Source: an optimization exercise on an open RTL-to-GDS flow (aim: small area, a short achievable clock period and few clock cycles). Production flows keep margins and buffers that such runs may drop. Only simulation tests tie the RTL to the original design; equivalence was not proved.

==> flow/design.v (excerpt) <==
module geofence ( clk,reset,X,Y,valid,is_inside);
input clk;
input reset;
input [9:0] X;
input [9:0] Y;
output valid;
output is_inside;
reg [3:0] cnt;
reg [9:0] ox, oy;
reg v_sx, v_sy, a_sx, a_sy, b_sx, b_sy;
reg [9:0] v_mx, v_my, a_mx, a_my, b_mx, b_my;
reg [11:0] v_3x, v_3y;
reg ins_r;
wire le1, eq1, le2, eq2;
xcmp u_x1(.am(a_mx), .vm(v_my), .v3m(v_3y), .an(a_my), .vn(v_mx), .v3n(v_3x), .le(le1), .eq(eq1));
xcmp u_x2(.am(b_mx), .vm(v_my), .v3m(v_3y), .an(b_my), .vn(v_mx), .v3n(v_3x), .le(le2), .eq(eq2));
function [1:0] cross_sign;
    input p_sx, p_sy;
    input [9:0] p_mx, p_my;
    input q_sx, q_sy;
    input [9:0] q_mx, q_my;
    input le, eq;
    reg sp, sq, zp, zq;
    begin
        sp = p_sx ^ q_sy;
        sq = p_sy ^ q_sx;
        zp = (p_mx == 10'd0) || (q_my == 10'd0);
        zq = (p_my == 10'd0) || (q_mx == 10'd0);
        case ({sp, sq})
            2'b00: cross_sign = {le && !eq, eq};
            2'b11: cross_sign = {!le, eq};
            2'b01: cross_sign = {1'b0, zp && zq};
            2'b10: cross_sign = {!(zp && zq), zp && zq};
        endcase
    end
endfunction
wire [1:0] c1 = cross_sign(a_sx, a_sy, a_mx, a_my, v_sx, v_sy, v_mx, v_my, le1, eq1);
wire [1:0] c2 = cross_sign(b_sx, b_sy, b_mx, b_my, v_sx, v_sy, v_mx, v_my, le2, eq2);
wire s1n = c1[1], s1z = c1[0];
wire s2n = c2[1], s2z = c2[0];
wire s1p = !s1n && !s1z;
wire s2p = !s2n && !s2z;
wire same = (a_sx == v_sx && a_mx != 10'd0 && v_mx != 10'd0) ||
            (a_sy == v_sy && a_my != 10'd0 && v_my != 10'd0);
wire hit = (s1n && !s2n) || (s1z && s2p) || (s1z && s2z && !same);
wire load = (cnt == 4'd2);
assign valid = (cnt == 4'd8);
assign is_inside = ins_r;
wire [9:0] mx, my;
wire [11:0] m3x, m3y;
wire nx, ny;    
absx u_ax(.x(X), .o(ox), .m(mx), .m3(m3x), .neg(nx));
absx u_ay(.x(Y), .o(oy), .m(my), .m3(m3y), .neg(ny));
always @(posedge clk or posedge reset) begin
    if (reset)
        cnt <= 4'd0;
    else
        cnt <= (cnt == 4'd8) ? 4'd0 : cnt + 4'd1;
end
always @(posedge clk) begin
    if (cnt == 4'd0) begin
        ox <= X;
        oy <= Y;
    end
    v_sx <= nx;
    v_sy <= ny;
    v_mx <= mx;
    v_my <= my;
    v_3x <= m3x;
    v_3y <= m3y;
  ...
==> flow/config.mk <==
export PLATFORM = sky130hd
export DESIGN_NAME = geofence
export DESIGN_NICKNAME = geofence
export VERILOG_FILES = /design/flow/design.v
export SDC_FILE = /design/flow/constraint.sdc
export NUM_CORES = 4
export LEC_CHECK = 0
export CAP_MARGIN = 20
export CORE_MARGIN = 2
export CORE_UTILIZATION = 55
export CTS_BUF_LIST = sky130_fd_sc_hd__clkbuf_4 sky130_fd_sc_hd__clkbuf_8
export PLACE_DENSITY = 0.62
export SLEW_MARGIN = 20
export SYNTH_HIERARCHICAL = 1
export SYNTH_MINIMUM_KEEP_SIZE = 0
==> flow/constraint.sdc <==
create_clock -name core_clock -period 13.0 [get_ports {clk}]
set_input_delay 2.6000 -clock core_clock [delete_from_list [all_inputs] [get_ports {clk}]]
set_output_delay 2.6000 -clock core_clock [all_outputs]
set_load 0.01 [all_outputs]
standard.sh (not shown) runs the stock make flow with config.mk's settings and CLKGATE_MAP_FILE= SYNTH_SCRIPT=/design/flow/synth_recipe.tcl, a recipe that flattens the netlist after the stock synthesis.
==> flow/flow/run.sh <==
#!/bin/bash
# The standard layout (standard.sh, ORFS's own steps), with two changes made
# through make variables, one per line in flow/make_args.txt:
#  - ORFS's timing repair aims for a setup slack of SETUP_SLACK_MARGIN ns,
#    i.e. a shorter period than the constraint's, instead of the default 0;
#  - the port buffers that ORFS inserts are a plain buffer cell instead of the
#    delay cell buffer_ports picks by itself.
set -euo pipefail
mapfile -t ARGS < flow/make_args.txt
bash standard.sh "${ARGS[@]}" finish > make_finish.log 2>&1
==> flow/flow/make_args.txt <==
SETUP_SLACK_MARGIN=7.0
BUFFER_PORTS_ARGS=-buffer_cell sky130_fd_sc_hd__buf_2
The baseline completed without violations.
Testbench counts at the start, summed over its fixed seeds: cycles 21,600.
Next try:
==> flow/flow/make_args.txt (replaced) <==
SETUP_SLACK_MARGIN=6.75
PLACE_DENSITY=0.5
BUFFER_PORTS_ARGS=-buffer_cell sky130_fd_sc_hd__buf_2
--- a/flow/config.mk
+++ b/flow/config.mk
@@ -10 +10 @@
-export CORE_UTILIZATION = 55
+export CORE_UTILIZATION = 40
@@ -12 +11,0 @@
-export PLACE_DENSITY = 0.62
The changed run completed with no timing, DRC or antenna violations; synthesized area stays the same; sequential cell count is unchanged; clock-buffer cell count increases by 2; routed wire length is higher by 4.0%.
Next try:
==> flow/flow/make_args.txt (replaced) <==
SETUP_SLACK_MARGIN=6.75
PLACE_DENSITY=0.62
BUFFER_PORTS_ARGS=-buffer_cell sky130_fd_sc_hd__buf_2
--- a/flow/config.mk
+++ b/flow/config.mk
@@ -10 +10 @@
-export CORE_UTILIZATION = 40
+export CORE_UTILIZATION = 55
Wire length shrinks by 5.3%.
Global-route usage grows by 7.4 points.
Via count grows by 1.8%.
Worst hold slack improves by 0.011 ns.
Utilization grows by 16 points.
Clock skew shrinks by 0.0066 ns.
Flip-flop and latch count does not change.
Next try:
==> flow/flow/run.sh (replaced) <==
#!/bin/bash
# The standard layout, with ORFS's timing repair aiming for a setup slack of
# $MARGIN ns (a shorter period than the constraint's) instead of the default.
set -euo pipefail
MARGIN=$(cat flow/margin.txt)
bash standard.sh SETUP_SLACK_MARGIN=$MARGIN PLACE_DENSITY=0.5 finish > make_finish.log 2>&1
==> flow/flow/margin.txt (new file) <==
7.0
--- a/flow/config.mk
+++ b/flow/config.mk
@@ -10,2 +10,4 @@
-export CORE_UTILIZATION = 55
-export CTS_BUF_LIST = sky130_fd_sc_hd__clkbuf_4 sky130_fd_sc_hd__clkbuf_8
+export CORE_UTILIZATION = 40
+export CTS_BUF_LIST = sky130_fd_sc_hd__clkbuf_4
+export CTS_CLUSTER_DIAMETER = 60
+export CTS_CLUSTER_SIZE = 30
removed: flow/flow/make_args.txt
=> Cell area climbs by 4.9%.
Next try:
==> flow/flow/margin.txt (replaced) <==
8.0
--- a/flow/config.mk
+++ b/flow/config.mk
@@ -11,3 +10,0 @@
-export CTS_BUF_LIST = sky130_fd_sc_hd__clkbuf_4
-export CTS_CLUSTER_DIAMETER = 60
-export CTS_CLUSTER_SIZE = 30
Outcome: Utilization rose by 4.5 points. Worst setup slack improved by 0.13 ns. Die area stays the same. Worst hold slack got worse by 0.017 ns. Clock skew went down by 0.011 ns. Routed wire length grows by about 3%.
Next try:
==> flow/flow/run.sh (replaced) <==
#!/bin/bash
# The standard layout (standard.sh, ORFS's own steps), with two changes made
# through make variables, one per line in flow/make_args.txt:
#  - ORFS's timing repair aims for a setup slack of SETUP_SLACK_MARGIN ns,
#    i.e. a shorter period than the constraint's, instead of the default 0;
#  - the port buffers that ORFS inserts are a plain buffer cell instead of the
#    delay cell buffer_ports picks by itself.
set -euo pipefail
mapfile -t ARGS < flow/make_args.txt
bash standard.sh "${ARGS[@]}" finish > make_finish.log 2>&1
==> flow/flow/make_args.txt (new file) <==
SETUP_SLACK_MARGIN=7.0
PLACE_DENSITY=0.62
BUFFER_PORTS_ARGS=-buffer_cell sky130_fd_sc_hd__buf_2
--- a/flow/config.mk
+++ b/flow/config.mk
@@ -10 +10,2 @@
-export CORE_UTILIZATION = 40
+export CORE_UTILIZATION = 55
+export CTS_BUF_LIST = sky130_fd_sc_hd__clkbuf_4 sky130_fd_sc_hd__clkbuf_8
removed: flow/flow/margin.txt
Cell area is lower by 12%.
Global-route usage is higher by 6.7 points.
Setup slack degrades by 0.076 ns.
Non-clock buffer count is lower by 92.
Worst hold slack improves by 0.016 ns.

geofence again, from the RTL that the note above started with.
## geofence
module geofence ( clk,reset,X,Y,valid,is_inside);
input clk;
input reset;
input [9:0] X;
input [9:0] Y;
output valid;
output is_inside;
reg [3:0] cnt;
reg [9:0] ox, oy;
reg v_sx, v_sy, a_sx, a_sy, b_sx, b_sy;
reg [9:0] v_mx, v_my, a_mx, a_my, b_mx, b_my;
reg [11:0] v_3x, v_3y;
reg ins_r;
wire le1, eq1, le2, eq2;
xcmp u_x1(.am(a_mx), .vm(v_my), .v3m(v_3y), .an(a_my), .vn(v_mx), .v3n(v_3x), .le(le1), .eq(eq1));
xcmp u_x2(.am(b_mx), .vm(v_my), .v3m(v_3y), .an(b_my), .vn(v_mx), .v3n(v_3x), .le(le2), .eq(eq2));
function [1:0] cross_sign;
    input p_sx, p_sy;
    input [9:0] p_mx, p_my;
    input q_sx, q_sy;
    input [9:0] q_mx, q_my;
    input le, eq;
    reg sp, sq, zp, zq;
    begin
        sp = p_sx ^ q_sy;
        sq = p_sy ^ q_sx;
        zp = (p_mx == 10'd0) || (q_my == 10'd0);
        zq = (p_my == 10'd0) || (q_mx == 10'd0);
        case ({sp, sq})
            2'b00: cross_sign = {le && !eq, eq};
            2'b11: cross_sign = {!le, eq};
            2'b01: cross_sign = {1'b0, zp && zq};
            2'b10: cross_sign = {!(zp && zq), zp && zq};
        endcase
    end
endfunction
wire [1:0] c1 = cross_sign(a_sx, a_sy, a_mx, a_my, v_sx, v_sy, v_mx, v_my, le1, eq1);
wire [1:0] c2 = cross_sign(b_sx, b_sy, b_mx, b_my, v_sx, v_sy, v_mx, v_my, le2, eq2);
wire s1n = c1[1], s1z = c1[0];
wire s2n = c2[1], s2z = c2[0];
wire s1p = !s1n && !s1z;
wire s2p = !s2n && !s2z;
wire same = (a_sx == v_sx && a_mx != 10'd0 && v_mx != 10'd0) ||
            (a_sy == v_sy && a_my != 10'd0 && v_my != 10'd0);
wire hit = (s1n && !s2n) || (s1z && s2p) || (s1z && s2z && !same);
wire load = (cnt == 4'd2);
  ...
export LEC_CHECK = 0
export CAP_MARGIN = 20
export CORE_MARGIN = 2
export CORE_UTILIZATION = 40
export SLEW_MARGIN = 20
export SYNTH_HIERARCHICAL = 1
export SYNTH_MINIMUM_KEEP_SIZE = 0
create_clock -name core_clock -period 13.0 [get_ports {clk}]
==> flow/flow/run.sh <==
#!/bin/bash
# The standard layout, with ORFS's timing repair aiming for a setup slack of
# $MARGIN ns (a shorter period than the constraint's) instead of the default.
set -euo pipefail
MARGIN=$(cat flow/margin.txt)
bash standard.sh SETUP_SLACK_MARGIN=$MARGIN PLACE_DENSITY=0.5 finish > make_finish.log 2>&1
==> flow/flow/margin.txt <==
6.5
Testbench counts at the start, summed over its fixed seeds: cycles 21,600.
==> next run, changes <==
--- a/flow/flow/run.sh
+++ b/flow/flow/run.sh
@@ -4,3 +4,3 @@
 set -euo pipefail
 MARGIN=$(cat flow/margin.txt)
-bash standard.sh SETUP_SLACK_MARGIN=$MARGIN PLACE_DENSITY=0.5 finish > make_finish.log 2>&1
+bash standard.sh SETUP_SLACK_MARGIN=$MARGIN finish > make_finish.log 2>&1
==> flow/flow/margin.txt (replaced) <==
7.5
Wire length increases slightly.
Maximum frequency increases by a little under a tenth.
Design area increases by roughly a tenth.
Global-route usage is about the same.
Core utilization increases by 4.4 points.
Clock skew increases by 0.0049 ns.
Cell count increases by a few percent.
Via count increases by a few percent.
First-iteration DRC count increases by about a fifth.

[static timing again, ports no longer ideal]
The flow's constraints put no driver on any port. The routed layouts listed below were extracted and timed again, unchanged, in two steps.
Step 1 (the two cells are an assumption about what drives the block):
set clk [get_ports {clk}]
set_driving_cell -lib_cell sky130_fd_sc_hd__clkbuf_16 $clk
set_driving_cell -lib_cell sky130_fd_sc_hd__buf_2 [delete_from_list [all_inputs] $clk]
Step 2, shift: input delay + t, output delay - t, t = (earliest + latest rising clock arrival at the registers) / 2. This alone moves slack from input paths to output paths.
Three values: ideal, step 1, step 2; two values: the first two.
run	t, ns	setup WS [ns]	worst setup path after step 2
the first run of note 1	0.480	7.209 / 7.209 / 6.796	input to register
the second run of note 1	0.471	7.098 / 7.124 / 6.654	input to register
the third run of note 1	0.475	6.935 / 6.935 / 6.672	input to register
the fourth run of note 1	0.558	7.151 / 7.177 / 6.618	input to register
the fifth run of note 1	0.463	7.284 / 7.284 / 7.284	register to register
the sixth run of note 1	0.480	7.209 / 7.209 / 6.796	input to register
the first run of note 2	0.449	6.791 / 6.791 / 6.392	input to register
the second run of note 2	0.455	7.290 / 7.290 / 7.185	input to register
After both steps setup and hold are still met in every run listed. For the fourth run of note 1, which loses most, drivers alone change the setup slack by +0.026 ns; drivers and shift together by -0.533 ns.
